Context: an optimization exercise on an open-source flow, tuned for small area. The choices shown serve that exercise and are no tape-out recipe. The RTL was checked by simulation tests, not by an equivalence proof against the original design.

==> run G <==
## fft_r4_stage5
module fft_r4_stage5(clk, rst, enable, data_in, data_out);
  input clk;
  input rst;
  input enable;
  input  [31:0] data_in;
  output [31:0] data_out;
  wire [1:0] slot;
  wire valid, clr;
  wire [8:0] mr;
  wire nr;
  wire [7:0] mi;
  wire ni;
  wire [31:0] x;
  rom_addr_generate tw(.clk(clk), .rst(rst), .enable(enable),
                       .slot(slot), .valid(valid), .clr(clr),
                       .mr(mr), .nr(nr), .mi(mi), .ni(ni));
  s4p1_5 #(32) dly(.clk(clk), .enable(enable), .clr(clr),
                   .data_in(data_in), .data_out(x));
  pipe_line_b4_top_5 dp(.clk(clk), .rst(rst), .enable(enable), .slot(slot),
                        .valid(valid), .x(x),
                        .mr(mr), .nr(nr), .mi(mi), .ni(ni),
                        .data_out(data_out));
endmodule
==> flow/config.mk <==
export PLATFORM = sky130hd
export DESIGN_NAME = fft_r4_stage5
export DESIGN_NICKNAME = fft_r4_stage5
export VERILOG_FILES = /design/flow/design.v
export SDC_FILE = /design/flow/constraint.sdc
export NUM_CORES = 4
export LEC_CHECK = 0
export ABC_AREA = 1
export ABC_CLOCK_PERIOD_IN_PS = 8000
export CAP_MARGIN = 20
export CORE_MARGIN = 2
export CORE_UTILIZATION = 60
export CTS_BUF_LIST = sky130_fd_sc_hd__clkbuf_4
export CTS_CLUSTER_SIZE = 8
export PLACE_DENSITY = 0.68
export SLEW_MARGIN = 20
export SYNTH_MEMORY_MAX_BITS = 32768
==> flow/constraint.sdc <==
create_clock -name core_clock -period 7.0 [get_ports {clk}]
set_input_delay 1.4000 -clock core_clock [delete_from_list [all_inputs] [get_ports {clk}]]
set_output_delay 1.4000 -clock core_clock [all_outputs]
set_load 0.01 [all_outputs]
standard.sh (not shown) runs the stock make flow with config.mk's settings and CLKGATE_MAP_FILE= SYNTH_SCRIPT=/design/flow/synth_recipe.tcl, a recipe that flattens the netlist after the stock synthesis.
==> flow/flow/run.sh <==
#!/bin/bash
# The standard layout, with three changes:
#  - the final ABC mapping of the standard synthesis uses flow/abc_area2.script
#    (two rounds of dc2 / dch -f / area-oriented map) instead of abc_area.script;
#  - after synthesis, flow/fa_polarity.py chooses the polarity of each
#    full-adder cell (a full adder is self-dual) and rebuilds the inverters so
#    that each signal has at most one, as few as the polarities allow;
#    registers, their names and cell types are those of the standard synthesis;
#  - the ports are buffered with sky130_fd_sc_hd__buf_1.
set -euo pipefail
HERE=$(pwd)
cat > my_synth.tcl <<TCL
proc abc {args} {
  set i [lsearch -exact \$args -script]
  if {\$i >= 0} { lset args [expr {\$i + 1}] $HERE/flow/abc_area2.script }
  yosys abc {*}\$args
}
source $HERE/synth_recipe.tcl
exec python3 $HERE/flow/fa_polarity.py \$::env(RESULTS_DIR)/1_2_yosys.v 2> $HERE/fa_polarity.log
TCL
bash standard.sh SYNTH_SCRIPT=$HERE/my_synth.tcl \
  "BUFFER_PORTS_ARGS=-buffer_cell sky130_fd_sc_hd__buf_1" finish > standard.log 2>&1
==> flow/flow/fa_polarity.py <==
#!/usr/bin/env python3
# Removes inverters around full-adder cells by choosing each full adder's
# polarity (a full adder is self-dual: FA(~a,~b,~c) = (~sum, ~cout)).
# Every inverter is taken out, each signal is kept in the polarity its driver
# gives, and one inverter per signal is added back where some load needs the
# complement. The polarities are chosen by local search to need the fewest.
# usage: fa_pol2.py netlist.v   (rewritten in place)
import re, sys, collections, random

path = sys.argv[1]
text = open(path).read()
inst_re = re.compile(r'^(\s*)(sky130_fd_sc_hd__\w+)\s+(\S+)\s*\((.*?)\);\s*$', re.S | re.M)
pin_re = re.compile(r'\.(\w+)\(\s*(.*?)\s*\)\s*(?:,|$)', re.S)
cells = {}; order = []
for m in inst_re.finditer(text):
    typ, name, body = m.group(2), m.group(3), m.group(4)
    cells[name] = [typ, {p: n.strip() for p, n in pin_re.findall(body)}]
    order.append(name)
INV = ('sky130_fd_sc_hd__inv_1', 'sky130_fd_sc_hd__clkinv_1')
FA = ('sky130_fd_sc_hd__fa_1', 'sky130_fd_sc_hd__fa_2')
OUTPINS = {'X', 'Y', 'Q', 'Q_N', 'SUM', 'COUT', 'HI', 'LO'}
start = text.index(';', text.index('module')) + 1
hdr = text[:start]
portnames = set(re.findall(r'[A-Za-z_][\w$]*', hdr))
def isport(n): return n.split('[')[0].strip() in portnames
def is_const(n): return n in ("1'b0", "1'b1")

driver = {}
for name in order:
    typ, pins = cells[name]
    for p, n in pins.items():
        if p in OUTPINS: driver[n] = (name, p)
# inverters that stay: those driving a port
inv_cells = [c for c in order if cells[c][0] in INV and not isport(cells[c][1]['Y'])]
inv_set = set(inv_cells)
def base(n):
    pol = 0
    seen = 0
    while True:
        d = driver.get(n)
        if d and d[0] in inv_set:
            n = cells[d[0]][1]['A']; pol ^= 1; seen += 1
            if seen > 50: raise Exception('loop')
        else:
            return n, pol
fas = [c for c in order if cells[c][0] in FA]
fa_idx = {c: i for i, c in enumerate(fas)}
# demands: for each load pin of a non-inverter cell: (base, pol, fa or None)
demands = collections.defaultdict(list)  # base -> list of (pol, fa_index or -1)
pinrefs = []   # (cell, pin, base, pol)
for name in order:
    if name in inv_set: continue
    typ, pins = cells[name]
    for p, n in pins.items():
        if p in OUTPINS: continue
        b, pol = base(n)
        fi = fa_idx.get(name, -1) if p in ('A', 'B', 'CIN') else -1
        pinrefs.append((name, p, b, pol))
        if not is_const(b): demands[b].append((pol, fi))
# physical polarity of a base signal: flip of the FA driving it
owner = {}
for c in fas:
    for p in ('SUM', 'COUT'):
        owner[cells[c][1][p]] = fa_idx[c]
# a base that is an output port, or drives one through a kept inverter: its FA may not flip
frozen = set()
for b in list(owner):
    if isport(b): frozen.add(owner[b])
for c in order:
    if cells[c][0] in INV and c not in inv_set:
        b, _ = base(cells[c][1]['A'])
        if b in owner: frozen.add(owner[b])
F = [0] * len(fas)
touch = collections.defaultdict(set)
for b, ds in demands.items():
    if b in owner: touch[owner[b]].add(b)
    for pol, fi in ds:
        if fi >= 0: touch[fi].add(b)
def cost_b(b):
    ph = F[owner[b]] if b in owner else 0
    for pol, fi in demands[b]:
        d = pol ^ (F[fi] if fi >= 0 else 0)
        if d != ph: return 1
    return 0
def total(): return sum(cost_b(b) for b in demands)
def delta(i):
    bs = touch[i]
    before = sum(cost_b(b) for b in bs)
    F[i] ^= 1
    after = sum(cost_b(b) for b in bs)
    F[i] ^= 1
    return after - before
cur = total()
start_cost = cur
best = cur; bestF = F[:]
rng = random.Random(1)
idx = [i for i in range(len(fas)) if i not in frozen]
for rnd in range(60):
    improved = True
    while improved:
        improved = False
        for i in idx:
            d = delta(i)
            if d < 0:
                F[i] ^= 1; cur += d; improved = True
    if cur < best: best = cur; bestF = F[:]
    # perturb: zero-gain and random moves
    F = bestF[:]; cur = best
    for i in rng.sample(idx, max(1, len(idx) // 10)):
        d = delta(i)
        if d <= 1: F[i] ^= 1; cur += d
F = bestF
assert total() == best
# rebuild
newcells = []
invnet = {}
k = [0]
def comp_net(b):
    if b not in invnet:
        k[0] += 1
        y = '_fapn%d_' % k[0]
        invnet[b] = y
        newcells.append(('sky130_fd_sc_hd__inv_1', '_fapi%d_' % k[0], {'A': b, 'Y': y}))
    return invnet[b]
for name, p, b, pol in pinrefs:
    fi = fa_idx.get(name, -1) if p in ('A', 'B', 'CIN') else -1
    d = pol ^ (F[fi] if fi >= 0 else 0)
    if is_const(b):
        v = (b == "1'b1") ^ d
        cells[name][1][p] = "1'b1" if v else "1'b0"
        continue
    ph = F[owner[b]] if b in owner else 0
    cells[name][1][p] = b if d == ph else comp_net(b)
# kept inverters (driving ports): their input demand
for c in order:
    if cells[c][0] in INV and c not in inv_set:
        b, pol = base(cells[c][1]['A'])
        ph = F[owner[b]] if b in owner else 0
        cells[c][1]['A'] = b if pol == ph else comp_net(b)
end = text.rindex('endmodule')
body = text[start:end]
decls = [l for l in body.split('\n') if re.match(r'\s*(input|output|inout|wire|reg)\b', l)]
out = [hdr] + decls + ['  wire %s;' % y for y in invnet.values()]
def em(typ, name, pins):
    out.append('  %s %s (' % (typ, name))
    out.append(',\n'.join('    .%s(%s%s)' % (p, n, ' ' if n.startswith('\\') else '') for p, n in pins.items()))
    out.append('  );')
for name in order:
    if name in inv_set: continue
    em(cells[name][0], name, cells[name][1])
for typ, name, pins in newcells: em(typ, name, pins)
out.append(text[end:])
open(path, 'w').write('\n'.join(out))
sys.stderr.write('fa_pol2: inverters %d -> %d (flips %d)\n' % (len(inv_cells), best, sum(F)))
Other scripts of this flow, unchanged in this note and not shown: flow/flow/abc_area2.script
==> run F (differences from run G) <==
==> flow/flow/run.sh (replaced) <==
#!/bin/bash
# The standard layout, with two changes:
#  - the final ABC mapping of the standard synthesis uses flow/abc_area2.script
#    (two rounds of dc2 / dch -f / area-oriented map) instead of abc_area.script;
#    registers, their names and cell types are those of the standard synthesis;
#  - the ports are buffered with sky130_fd_sc_hd__buf_1.
set -euo pipefail
HERE=$(pwd)
cat > my_synth.tcl <<TCL
proc abc {args} {
  set i [lsearch -exact \$args -script]
  if {\$i >= 0} { lset args [expr {\$i + 1}] $HERE/flow/abc_area2.script }
  yosys abc {*}\$args
}
source $HERE/synth_recipe.tcl
TCL
bash standard.sh SYNTH_SCRIPT=$HERE/my_synth.tcl \
  "BUFFER_PORTS_ARGS=-buffer_cell sky130_fd_sc_hd__buf_1" finish > standard.log 2>&1
- ABC_CLOCK_PERIOD_IN_PS: 8000 -> unset
removed: flow/flow/fa_polarity.py
==> run Y (differences from run G) <==
- ABC_CLOCK_PERIOD_IN_PS: 8000 -> 6300
==> run X (differences from run G) <==
- ABC_CLOCK_PERIOD_IN_PS: 8000 -> unset
- CORE_UTILIZATION: 60 -> 65
- PLACE_DENSITY: 0.68 -> 0.72
==> results.toml <==
[routing]
drt-met1-wl_um = 40250

[worst_setup_path]
cp.depth = 25

[global_route]
grtUsageMet1_pct = 45.22

[sta]
setup_slack_ns = 0.2563
slew_headroom_pct = 35.01

[outcome]
status = "complete, no violations"
-- figures above: run X

==> results.toml <==
[outcome]
status = "complete, no violations"

[sta]
slew_headroom_pct = 34.31
setup_slack_ns = 0.3237

[clock_network]
post_cts_buffers = 0

[synth]
async_reset_ff_share_pct = 11.70

[routing]
drt-met1-wl_um = 39370

[worst_setup_path]
cp.depth = 27

[finish]
layout.nonclk_buf_share_pct = 3.441

[min_path]
hold_depth = 0

[global_route]
gr-total-overflow = 0
-- figures above: run F

==> results.toml <==
[outcome]
status = "complete, no violations"

[routing]
drt-met1-wl_um = 39530

[synth]
synth_warnings = 5

[worst_setup_path]
cp.depth = 26
crit_family = "adder cells"

[sta]
slew_headroom_pct = 34.04
min_period_over_period_pct = 94.14

[global_route]
met2_usage_pct = 45.51
grtUsageMet1_pct = 39.12
-- figures above: run Y

==> results.toml <==
[global_route]
grtUsageMet1_pct = 39.12

[worst_setup_path]
cp.depth = 26

[sta]
slew_headroom_pct = 34.04

[outcome]
status = "complete, no violations"
-- figures above: run G

-- re-timing with driven ports --
In the flow no input, the clock included, has a driving cell. The finished layouts below were timed again as built, in two steps. Step 1 sets driving cells, clkbuf_16 on the clock port and buf_2 on the other inputs (assumed; they add their load-dependent delay and slew). Step 2 also shifts input and output timing later by t, the mid clock arrival at the registers, as if the neighbouring blocks saw the same clock. Slacks: ideal ports / drivers / drivers and shift; pairs: ideal ports / drivers.
run | t (ns) | setup slack, ns | worst setup path after step 2 | cell pins on the clock port's net
run G | 0.929 | 0.410 / 0.410 / 0.410 | register to register | 1
run F | 0.936 | 0.324 / 0.324 / 0.324 | register to register | 1
run Y | 0.929 | 0.410 / 0.410 / 0.410 | register to register | 1
run X | 0.923 | 0.256 / 0.256 / 0.256 | register to register | 1
After both steps every run listed still meets setup and hold.
